From an optimization exercise on the open Yosys and OpenROAD flow, aimed at small area, a short achievable clock period and few clock cycles; shortcuts taken in it are not production practice.
At most, simulation tests tie the RTL to the original design; equivalence was not proved.

==> inputs of v34 <==
==> flow/design.v <==
module SP(
	clk,
	rst_n,
	cg_en,
	in_valid,
	in_data,
	in_mode,
	out_valid,
	out_data
);
input		clk;
input		rst_n;
input		in_valid;
input		cg_en;
input [8:0] in_data;
input [2:0] in_mode;
output reg 		  out_valid;
output reg [9:0]  out_data;
integer i;
function sgt;
	input [8:0] a;
	input [8:0] b;
	reg [8:0] u, v;
	integer j;
	begin
		u = {~a[8], a[7:0]};
		v = {~b[8], b[7:0]};
		sgt = 1'b0;
		for (j = 0; j < 9; j = j + 1)
			sgt = (u[j] & ~v[j]) | (~(~u[j] & v[j]) & sgt);
	end
endfunction
reg       busy;
reg [4:0] c;
reg [2:0] mode;
reg       o1, o2;
wire start = in_valid && !busy;
always @(posedge clk or negedge rst_n) begin
	if (!rst_n) busy <= 1'b0;
	else if (start) busy <= 1'b1;
	else if (o2) busy <= 1'b0;
end
always @(posedge clk) begin
	c <= busy ? c + 5'd1 : 5'd0;
	if (start) mode <= in_mode;
end
wire m1 = mode[1];
wire m2 = mode[2];
wire [4:0] nc = c + 5'd1;
reg inph, fen, ins_raw, ins_f, ins_q, clr, lastins;
wire nraw0 = !(in_mode[2] && !in_mode[1]);
always @(posedge clk or negedge rst_n) begin
	if (!rst_n) begin
		inph <= 1'b0; fen <= 1'b0; ins_raw <= 1'b0; ins_f <= 1'b0; ins_q <= 1'b0;
		clr <= 1'b0; lastins <= 1'b0;
	end else begin
		inph    <= start || busy && nc <= 5'd8;
		fen     <= busy && m1 && nc >= 5'd9 && nc <= 5'd17;
		ins_raw <= start && nraw0 ||
		           busy && (m1 ? nc <= 5'd7 : !m2 && nc <= 5'd8);
		ins_f   <= busy && m1 && !m2 && nc >= 5'd10 && nc <= 5'd18;
		ins_q   <= busy && m2 && (m1 ? (nc >= 5'd13 && nc <= 5'd21) : (nc >= 5'd4 && nc <= 5'd12));
		clr     <= busy && m1 && nc == 5'd8;
		lastins <= busy && (m2 ? (m1 ? nc == 5'd21 : nc == 5'd12) : (m1 ? nc == 5'd18 : nc == 5'd8));
	end
end
wire ins = ins_raw || ins_f || ins_q;
reg [8:0] raw;
always @(posedge clk) raw <= in_data;
wire [7:0] gb;
wire [7:0] nb;
genvar k;
generate for (k = 0; k < 8; k = k + 1) begin : g_dec
	assign gb[k] = ^raw[7:k];
	if (k == 0) assign nb[k] = gb[0];
	else assign nb[k] = gb[k] ^ (raw[8] & (|gb[k-1:0]));
end endgenerate
wire signed [8:0] vdec = mode[0] ? {raw[8] & (|gb), nb} : raw;
reg signed [8:0] S [0:8];
reg signed [8:0] mid;          
reg [7:0] half;                
wire signed [8:0] e = inph ? vdec : S[0];
wire dn = fen && sgt(S[0], mid);
wire up = fen && sgt(mid, S[0]);
wire [8:0] hop = dn ? ~{1'b0, half} : up ? {1'b0, half} : 9'd0;
wire signed [8:0] fe = e + hop + {8'd0, dn};
always @(posedge clk) begin
	for (i = 0; i < 8; i = i + 1) S[i] <= S[i+1];
	S[8] <= fe;
end
wire signed [10:0] s3 = S[6] + S[7] + S[8];
wire signed [8:0] q3;
SP_div3 u_div3(.t(s3), .q(q3));
reg signed [8:0] q;
always @(posedge clk) q <= q3;
wire signed [8:0] x = ins_q ? q : ins_f ? S[8] : vdec;
reg signed [8:0] L [1:5];
reg signed [8:0] mn;
reg [5:1] full;                
reg [5:0] gt;                  
always @(*) begin
	gt[0] = 1'b1;
	for (i = 1; i <= 5; i = i + 1) gt[i] = !full[i] || sgt(x, L[i]);
end
wire signed [8:0] nmax = gt[1] ? x : L[1];
always @(posedge clk) begin
	if (!busy || clr) full <= 5'd0;
	else if (ins) full <= {full[4:1], 1'b1};
	if (ins) begin
		L[1] <= nmax;
		for (i = 2; i <= 5; i = i + 1)
			L[i] <= gt[i-1] ? L[i-1] : (gt[i] ? x : L[i]);
		mn <= nmin;
	end
end
wire signed [8:0] nmin = (!full[1] || sgt(mn, x)) ? x : mn;
wire [9:0] mdiff = nmax - nmin;
wire signed [9:0] msum = nmax + nmin;
always @(posedge clk) begin
	if (clr) begin
		mid <= (msum + {9'd0, msum[9]}) >>> 1;
		half <= mdiff[8:1];
	end
end
always @(posedge clk or negedge rst_n) begin
	if (!rst_n) begin
		o1 <= 1'b0; o2 <= 1'b0;
		out_valid <= 1'b0;
		out_data <= 10'd0;
	end else begin
		o1 <= lastins;
		o2 <= o1;
		out_valid <= lastins | o1 | o2;
		out_data <= lastins ? {nmax[8], nmax} : o1 ? {L[5][8], L[5]} : o2 ? {mn[8], mn} : 10'd0;
	end
end
endmodule
module SP_div3(input [10:0] t, output [8:0] q);
wire [11:0] u;
assign u[8:0] = t[8:0];
assign u[9] = ~t[9];
assign u[10] = ~t[10] ^ t[9];
assign u[11] = ~t[10] & t[9];
wire [1:0] r_0_0 = {1'b0, u[0]};
wire [1:0] r_1_1 = {1'b0, u[1]};
wire [1:0] r_2_2 = {1'b0, u[2]};
wire [1:0] r_3_3 = {1'b0, u[3]};
wire [1:0] r_4_4 = {1'b0, u[4]};
wire [1:0] r_5_5 = {1'b0, u[5]};
wire [1:0] r_6_6 = {1'b0, u[6]};
wire [1:0] r_7_7 = {1'b0, u[7]};
wire [1:0] r_8_8 = {1'b0, u[8]};
wire [1:0] r_9_9 = {1'b0, u[9]};
wire [1:0] r_10_10 = {1'b0, u[10]};
wire [1:0] r_11_11 = {1'b0, u[11]};
wire [1:0] r_11_10 = m3sub(r_10_10, r_11_11);
wire [1:0] r_11_9 = m3sub(r_9_9, r_11_10);
wire [1:0] r_8_7 = m3sub(r_7_7, r_8_8);
wire [1:0] r_8_6 = m3sub(r_6_6, r_8_7);
wire [1:0] r_11_8 = m3sub(r_8_8, r_11_9);
wire [1:0] r_11_7 = m3add(r_11_9, r_8_7);
wire [1:0] r_11_6 = m3sub(r_8_6, r_11_9);
wire [1:0] r_5_4 = m3sub(r_4_4, r_5_5);
wire [1:0] r_5_3 = m3sub(r_3_3, r_5_4);
wire [1:0] r_2_1 = m3sub(r_1_1, r_2_2);
wire [1:0] r_2_0 = m3sub(r_0_0, r_2_1);
wire [1:0] r_5_2 = m3sub(r_2_2, r_5_3);
wire [1:0] r_5_1 = m3add(r_5_3, r_2_1);
wire [1:0] r_5_0 = m3sub(r_2_0, r_5_3);
wire [1:0] r_11_5 = m3sub(r_5_5, r_11_6);
wire [1:0] r_11_4 = m3add(r_11_6, r_5_4);
wire [1:0] r_11_3 = m3sub(r_5_3, r_11_6);
wire [1:0] r_11_2 = m3add(r_11_6, r_5_2);
wire [1:0] r_11_1 = m3sub(r_5_1, r_11_6);
wire [1:0] r_11_0 = m3add(r_11_6, r_5_0);
wire [11:0] qb;
assign qb[11] = 1'b0;
assign qb[0] = r_11_1[1] | (r_11_1[0] & u[0]);
assign qb[1] = r_11_2[1] | (r_11_2[0] & u[1]);
assign qb[2] = r_11_3[1] | (r_11_3[0] & u[2]);
assign qb[3] = r_11_4[1] | (r_11_4[0] & u[3]);
assign qb[4] = r_11_5[1] | (r_11_5[0] & u[4]);
assign qb[5] = r_11_6[1] | (r_11_6[0] & u[5]);
assign qb[6] = r_11_7[1] | (r_11_7[0] & u[6]);
assign qb[7] = r_11_8[1] | (r_11_8[0] & u[7]);
assign qb[8] = r_11_9[1] | (r_11_9[0] & u[8]);
assign qb[9] = r_11_10[1] | (r_11_10[0] & u[9]);
assign qb[10] = r_11_11[1] | (r_11_11[0] & u[10]);
wire neg_rem = t[10] & (r_11_0 != 2'd0);
assign q = qb[8:0] + {8'd0, neg_rem};
function [1:0] m3add(input [1:0] a, input [1:0] b);
  case ({a,b}) 4'b0000: m3add=0; 4'b0001: m3add=1; 4'b0010: m3add=2;
    4'b0100: m3add=1; 4'b0101: m3add=2; 4'b0110: m3add=0;
    4'b1000: m3add=2; 4'b1001: m3add=0; 4'b1010: m3add=1; default: m3add=2'b00; endcase
endfunction
function [1:0] m3sub(input [1:0] b, input [1:0] a);  
  case ({b,a}) 4'b0000: m3sub=0; 4'b0001: m3sub=2; 4'b0010: m3sub=1;
    4'b0100: m3sub=1; 4'b0101: m3sub=0; 4'b0110: m3sub=2;
    4'b1000: m3sub=2; 4'b1001: m3sub=1; 4'b1010: m3sub=0; default: m3sub=2'b00; endcase
endfunction
endmodule
==> flow/flow/run.sh <==
#!/bin/bash
set -e
bash standard.sh BUFFER_PORTS_ARGS="-buffer_cell sky130_fd_sc_hd__buf_4" SETUP_SLACK_MARGIN=16.5 ABC_AREA=1 CTS_CLUSTER_SIZE=20 CTS_CLUSTER_DIAMETER=120 finish > standard.log 2>&1
==> flow/standard.sh <==
#!/bin/bash
# synth_recipe.tcl (not shown) runs the flow's synth.tcl, then flattens the netlist and writes it again
# the make line also repeats each setting of config.mk as NAME=value (left out here)
make -C /OpenROAD-flow-scripts/flow DESIGN_CONFIG=/design/flow/config.mk WORK_HOME=/design/flow/orfs CLKGATE_MAP_FILE= SYNTH_SCRIPT=/design/flow/synth_recipe.tcl "${@:-finish}"
==> flow/config.mk <==
export PLATFORM = sky130hd
export DESIGN_NAME = SP
export DESIGN_NICKNAME = SP
export VERILOG_FILES = /design/flow/design.v
export SDC_FILE = /design/flow/constraint.sdc
export NUM_CORES = 4
export LEC_CHECK = 0
export CAP_MARGIN = 20
export CORE_MARGIN = 2
export CORE_UTILIZATION = 40
export SLEW_MARGIN = 20
==> flow/constraint.sdc <==
create_clock -name core_clock -period 22.0 [get_ports {clk}]
set_input_delay 4.4000 -clock core_clock [delete_from_list [all_inputs] [get_ports {clk}]]
set_output_delay 4.4000 -clock core_clock [all_outputs]
set_load 0.01 [all_outputs]
==> inputs of v18, as changes to v34 <==
==> flow/design.v, changed modules only <==
module SP(
	clk,
	rst_n,
	cg_en,
	in_valid,
	in_data,
	in_mode,
	out_valid,
	out_data
);
input		clk;
input		rst_n;
input		in_valid;
input		cg_en;
input [8:0] in_data;
input [2:0] in_mode;
output reg 		  out_valid;
output reg [9:0]  out_data;
integer i;
function sgt;
	input [8:0] a;
	input [8:0] b;
	reg [8:0] u, v;
	integer j;
	begin
		u = {~a[8], a[7:0]};
		v = {~b[8], b[7:0]};
		sgt = 1'b0;
		for (j = 0; j < 9; j = j + 1)
			sgt = (u[j] & ~v[j]) | (~(~u[j] & v[j]) & sgt);
	end
endfunction
reg       busy;
reg [4:0] c;
reg [2:0] mode;
reg       o1, o2;
wire start = in_valid && !busy;
always @(posedge clk or negedge rst_n) begin
	if (!rst_n) busy <= 1'b0;
	else if (start) busy <= 1'b1;
	else if (o2) busy <= 1'b0;
end
always @(posedge clk) begin
	c <= busy ? c + 5'd1 : 5'd0;
	if (start) mode <= in_mode;
end
wire m1 = mode[1];
wire m2 = mode[2];
wire [4:0] nc = c + 5'd1;
reg inph, fen, ins_e, ins_q, clr, lastins;
wire nraw0 = !(in_mode[2] && !in_mode[1]);
always @(posedge clk or negedge rst_n) begin
	if (!rst_n) begin
		inph <= 1'b0; fen <= 1'b0; ins_e <= 1'b0; ins_q <= 1'b0;
		clr <= 1'b0; lastins <= 1'b0;
	end else begin
		inph    <= start || busy && nc <= 5'd8;
		fen     <= busy && m1 && nc >= 5'd10 && nc <= 5'd18;
		ins_e   <= start && nraw0 ||
		           busy && (nc <= 5'd8 ? (m1 || !m2) : (m1 && !m2 && nc >= 5'd10 && nc <= 5'd18));
		ins_q   <= busy && m2 && (m1 ? (nc >= 5'd13 && nc <= 5'd21) : (nc >= 5'd3 && nc <= 5'd11));
		clr     <= busy && m1 && nc == 5'd9;
		lastins <= busy && (m2 ? (m1 ? nc == 5'd21 : nc == 5'd11) : (m1 ? nc == 5'd18 : nc == 5'd8));
	end
end
wire ins = ins_e || ins_q;
reg [7:0] gi;                 
reg       sg;
wire [7:0] gin;
genvar k;
generate for (k = 0; k < 8; k = k + 1) begin : g_gray
	if (k >= 4) assign gin[k] = ^in_data[7:k];
	else assign gin[k] = ^in_data[3:k];
end endgenerate
always @(posedge clk) begin
	gi <= gin;
	sg <= in_data[8];
end
wire [7:0] gb = {gi[7:4], gi[3:0] ^ {4{gi[4]}}};
wire [7:0] gr = {gi[7:4] ^ {1'b0, gi[7:5]}, gi[3:0] ^ {1'b0, gi[3:1]}};    
wire [7:0] nb;
generate for (k = 0; k < 8; k = k + 1) begin : g_neg
	if (k == 0) assign nb[k] = gb[0];
	else assign nb[k] = gb[k] ^ (sg & (|gb[k-1:0]));
end endgenerate
wire signed [8:0] vdec = mode[0] ? {sg & (|gb), nb} : {sg, gr};
reg signed [8:0] S [0:8];
reg signed [8:0] mid;          
reg [7:0] half;                
wire signed [8:0] e = inph ? vdec : S[0];
wire dn = fen && sgt(S[0], mid);
wire up = fen && sgt(mid, S[0]);
wire [8:0] hop = dn ? ~{1'b0, half} : up ? {1'b0, half} : 9'd0;
wire signed [8:0] fe = e + hop + {8'd0, dn};
always @(posedge clk) begin
	for (i = 0; i < 8; i = i + 1) S[i] <= S[i+1];
	S[8] <= fe;
end
reg signed [10:0] s3;
always @(posedge clk) s3 <= S[7] + S[8] + fe;
wire signed [8:0] q3;
SP_div3 u_div3(.t(s3), .q(q3));
wire signed [8:0] x = ins_q ? q3 : fe;
reg signed [8:0] L [1:5];
reg signed [8:0] mn;
reg [5:1] full;                
reg [5:0] gt;                  
always @(*) begin
	gt[0] = 1'b1;
	for (i = 1; i <= 5; i = i + 1) gt[i] = !full[i] || sgt(x, L[i]);
end
wire signed [8:0] nmax = gt[1] ? x : L[1];
wire signed [8:0] nmin = (!full[1] || sgt(mn, x)) ? x : mn;
always @(posedge clk) begin
	if (!busy || clr) full <= 5'd0;
	else if (ins) full <= {full[4:1], 1'b1};
	if (ins) begin
		L[1] <= nmax;
		for (i = 2; i <= 5; i = i + 1)
			L[i] <= gt[i-1] ? L[i-1] : (gt[i] ? x : L[i]);
		mn <= nmin;
	end
end
wire signed [9:0] msum = L[1] + mn;
wire [9:0] mdiff = L[1] - mn;
always @(posedge clk) begin
	if (clr) begin
		mid <= (msum + {9'd0, msum[9]}) >>> 1;
		half <= mdiff[8:1];
	end
end
always @(posedge clk or negedge rst_n) begin
	if (!rst_n) begin
		o1 <= 1'b0; o2 <= 1'b0;
		out_valid <= 1'b0;
		out_data <= 10'd0;
	end else begin
		o1 <= lastins;
		o2 <= o1;
		out_valid <= lastins | o1 | o2;
		out_data <= lastins ? {nmax[8], nmax} : o1 ? {L[5][8], L[5]} : o2 ? {mn[8], mn} : 10'd0;
	end
end
endmodule
==> inputs of v38, as changes to v34 <==
==> flow/design.v, changed modules only <==
module SP(
	clk,
	rst_n,
	cg_en,
	in_valid,
	in_data,
	in_mode,
	out_valid,
	out_data
);
input		clk;
input		rst_n;
input		in_valid;
input		cg_en;
input [8:0] in_data;
input [2:0] in_mode;
output reg 		  out_valid;
output reg [9:0]  out_data;
integer i;
function sgt;
	input [8:0] a;
	input [8:0] b;
	reg [8:0] u, v;
	integer j;
	begin
		u = {~a[8], a[7:0]};
		v = {~b[8], b[7:0]};
		sgt = 1'b0;
		for (j = 0; j < 9; j = j + 1)
			sgt = (u[j] & ~v[j]) | (~(~u[j] & v[j]) & sgt);
	end
endfunction
reg       busy;
reg [4:0] c;
reg [2:0] mode;
reg       o1, o2;
wire start = in_valid && !busy;
always @(posedge clk or negedge rst_n) begin
	if (!rst_n) busy <= 1'b0;
	else if (start) busy <= 1'b1;
	else if (o2) busy <= 1'b0;
end
always @(posedge clk) begin
	c <= busy ? c + 5'd1 : 5'd0;
	if (start) mode <= in_mode;
end
wire m1 = mode[1];
wire m2 = mode[2];
wire [4:0] nc = c + 5'd1;
reg inph, fen, ins_raw, ins_f, ins_q, clr, lastins;
wire nraw0 = !(in_mode[2] && !in_mode[1]);
always @(posedge clk or negedge rst_n) begin
	if (!rst_n) begin
		inph <= 1'b0; fen <= 1'b0; ins_raw <= 1'b0; ins_f <= 1'b0; ins_q <= 1'b0;
		clr <= 1'b0; lastins <= 1'b0;
	end else begin
		inph    <= start || busy && nc <= 5'd8;
		fen     <= busy && m1 && nc >= 5'd9 && nc <= 5'd17;
		ins_raw <= start && nraw0 ||
		           busy && (m1 ? nc <= 5'd7 : !m2 && nc <= 5'd8);
		ins_f   <= busy && m1 && !m2 && nc >= 5'd10 && nc <= 5'd18;
		ins_q   <= busy && m2 && (m1 ? (nc >= 5'd13 && nc <= 5'd21) : (nc >= 5'd4 && nc <= 5'd12));
		clr     <= busy && m1 && nc == 5'd8;
		lastins <= busy && (m2 ? (m1 ? nc == 5'd21 : nc == 5'd12) : (m1 ? nc == 5'd18 : nc == 5'd8));
	end
end
wire ins = ins_raw || ins_f || ins_q;
reg [7:0] gi;                 
reg       sg;
wire [7:0] gin;
genvar k;
generate for (k = 0; k < 8; k = k + 1) begin : g_gray
	if (k >= 4) assign gin[k] = ^in_data[7:k];
	else assign gin[k] = ^in_data[3:k];
end endgenerate
always @(posedge clk) begin
	gi <= gin;
	sg <= in_data[8];
end
wire [7:0] gb = {gi[7:4], gi[3:0] ^ {4{gi[4]}}};
wire [7:0] gr = {gi[7:4] ^ {1'b0, gi[7:5]}, gi[3:0] ^ {1'b0, gi[3:1]}};    
wire [7:0] nb;
generate for (k = 0; k < 8; k = k + 1) begin : g_neg
	if (k == 0) assign nb[k] = gb[0];
	else assign nb[k] = gb[k] ^ (sg & (|gb[k-1:0]));
end endgenerate
wire signed [8:0] vdec = mode[0] ? {sg & (|gb), nb} : {sg, gr};
reg signed [8:0] S [0:8];
reg signed [9:0] msum;         
reg [7:0] half;                
wire signed [8:0] hs = {1'b0, half};
wire signed [8:0] e = inph ? vdec : S[0];
wire signed [10:0] e2 = {e[8], e, 1'b0};
wire signed [10:0] D = e2 - msum;
wire signed [10:0] t = msum[0] ? (msum[9] ? 11'sd1 : -11'sd1) : 11'sd0;
wire signed [8:0] fe = !fen ? e : (D > t) ? e - hs : (D < t) ? e + hs : e;
always @(posedge clk) begin
	for (i = 0; i < 8; i = i + 1) S[i] <= S[i+1];
	S[8] <= fe;
end
wire signed [10:0] s3 = S[6] + S[7] + S[8];
wire signed [8:0] q3;
SP_div3 u_div3(.t(s3), .q(q3));
reg signed [8:0] q;
always @(posedge clk) q <= q3;
wire signed [8:0] x = ins_q ? q : ins_f ? S[8] : vdec;
reg signed [8:0] L [1:5];
reg signed [8:0] mn;
reg [5:1] full;                
reg [5:0] gt;                  
always @(*) begin
	gt[0] = 1'b1;
	for (i = 1; i <= 5; i = i + 1) gt[i] = !full[i] || sgt(x, L[i]);
end
wire signed [8:0] nmax = gt[1] ? x : L[1];
always @(posedge clk) begin
	if (!busy || clr) full <= 5'd0;
	else if (ins) full <= {full[4:1], 1'b1};
	if (ins) begin
		L[1] <= nmax;
		for (i = 2; i <= 5; i = i + 1)
			L[i] <= gt[i-1] ? L[i-1] : (gt[i] ? x : L[i]);
		mn <= nmin;
	end
end
wire signed [8:0] nmin = (!full[1] || sgt(mn, x)) ? x : mn;
wire [9:0] mdiff = nmax - nmin;
always @(posedge clk) begin
	if (clr) begin
		msum <= nmax + nmin;
		half <= mdiff[8:1];
	end
end
always @(posedge clk or negedge rst_n) begin
	if (!rst_n) begin
		o1 <= 1'b0; o2 <= 1'b0;
		out_valid <= 1'b0;
		out_data <= 10'd0;
	end else begin
		o1 <= lastins;
		o2 <= o1;
		out_valid <= lastins | o1 | o2;
		out_data <= lastins ? {nmax[8], nmax} : o1 ? {L[5][8], L[5]} : o2 ? {mn[8], mn} : 10'd0;
	end
end
endmodule
==> flow/flow/run.sh (replaced) <==
#!/bin/bash
set -e
bash standard.sh BUFFER_PORTS_ARGS="-buffer_cell sky130_fd_sc_hd__buf_4" SETUP_SLACK_MARGIN=16.5 ABC_AREA=1 CTS_BUF_LIST=sky130_fd_sc_hd__clkbuf_8 CTS_CLUSTER_SIZE=16 CTS_CLUSTER_DIAMETER=100 finish > standard.log 2>&1
==> qor summary <==
Number of synthesized register bits: v38 204; v18 210; v34 203
Worst reg2reg path endpoint: v38 q[6]; v18 L[2][0]; v34 mid[7]
Count of fill cells added during filler insertion: v38 2,893; v18 2,562; v34 2,576
Share of post-route cells with drive strength above 1: v38 9.19%; v18 9.66%; v34 18.5%
Least-Margin Pin Slew: v38 1.01 ns; v18 0.726 ns; v34 0.865 ns
Post-synthesis xor/xnor area fraction: v38 3.87%; v18 4.19%; v34 3.37%
Layout Area Growth over Synthesis: v38 7.01%; v18 10.4%; v34 17.0%
Number of placed instances, taps included: v38 1,801; v18 1,637; v34 1,667
Synth Area in Simple Gates: v38 22.8%; v18 20.8%; v34 23.9%
Min-Delay Endpoint: v38 S[3][3]; v18 S[5][0]; v34 S[0][1]
Starting density of the core: v38 40.7%; v18 40.6%; v34 40.5%
CP arrival: v38 1.08 ns; v18 1.05 ns; v34 5.70 ns
Via count: v38 8,993; v18 8,296; v34 8,713
Nets in the synthesized netlist: v38 1,529; v18 1,369; v34 1,409
Non-CTS buffers: v38 30; v18 37; v34 78
Register share of the cell area: v38 39.5%; v18 42.0%; v34 38.7%
Pin count of the biggest net entering global routing: v38 26; v18 22; v34 22
Fraction of met1 tracks used by global routing: v38 23.7%; v18 22.3%; v34 24.6%
1st-iter DRT viols: v38 621; v18 647; v34 680
Routability congestion estimate from global placement: v38 0.878; v18 0.858; v34 0.842
Run status: v38 timing/DRC/antenna clean; v18 timing/DRC/antenna clean; v34 timing/DRC/antenna clean
Crit-path slowest cell: v38 sky130_fd_sc_hd__dfrtp_1; v18 sky130_fd_sc_hd__dfrtp_1; v34 sky130_fd_sc_hd__dfxtp_4
Achievable frequency: v38 0.183 GHz; v18 0.183 GHz; v34 0.182 GHz
Testbench counts of v18, summed over its fixed seeds: cycles 10,253.
Testbench counts of v38, summed over its fixed seeds: cycles 10,357.
The RTL of v34 was laid out without a check of its function.

==> afterwards: timing with drivers on the ports <==
In the flow no input, the clock included, has a driving cell. The finished layouts below were timed again as built, in two steps. Step 1 (the two cells are an assumption about what drives the block):
set clk [get_ports {clk}]
set_driving_cell -lib_cell sky130_fd_sc_hd__clkbuf_16 $clk
set_driving_cell -lib_cell sky130_fd_sc_hd__buf_2 [delete_from_list [all_inputs] $clk]
Step 2 also shifts input and output timing later by t, the mid clock arrival at the registers, as if the neighbouring blocks saw the same clock. a / b / c = ideal ports / drivers / drivers and shift; a / b = the first two.
run | t (ns) | setup WS [ns] | latest minus earliest clock arrival (ns)
v34 | 0.517 | 16.519 / 16.519 / 16.519 | 0.026 / 0.026
v18 | 0.522 | 16.546 / 16.497 / 16.784 | 0.028 / 0.027
v38 | 0.545 | 16.523 / 16.485 / 16.764 | 0.045 / 0.045
After both steps every run listed still meets setup and hold.
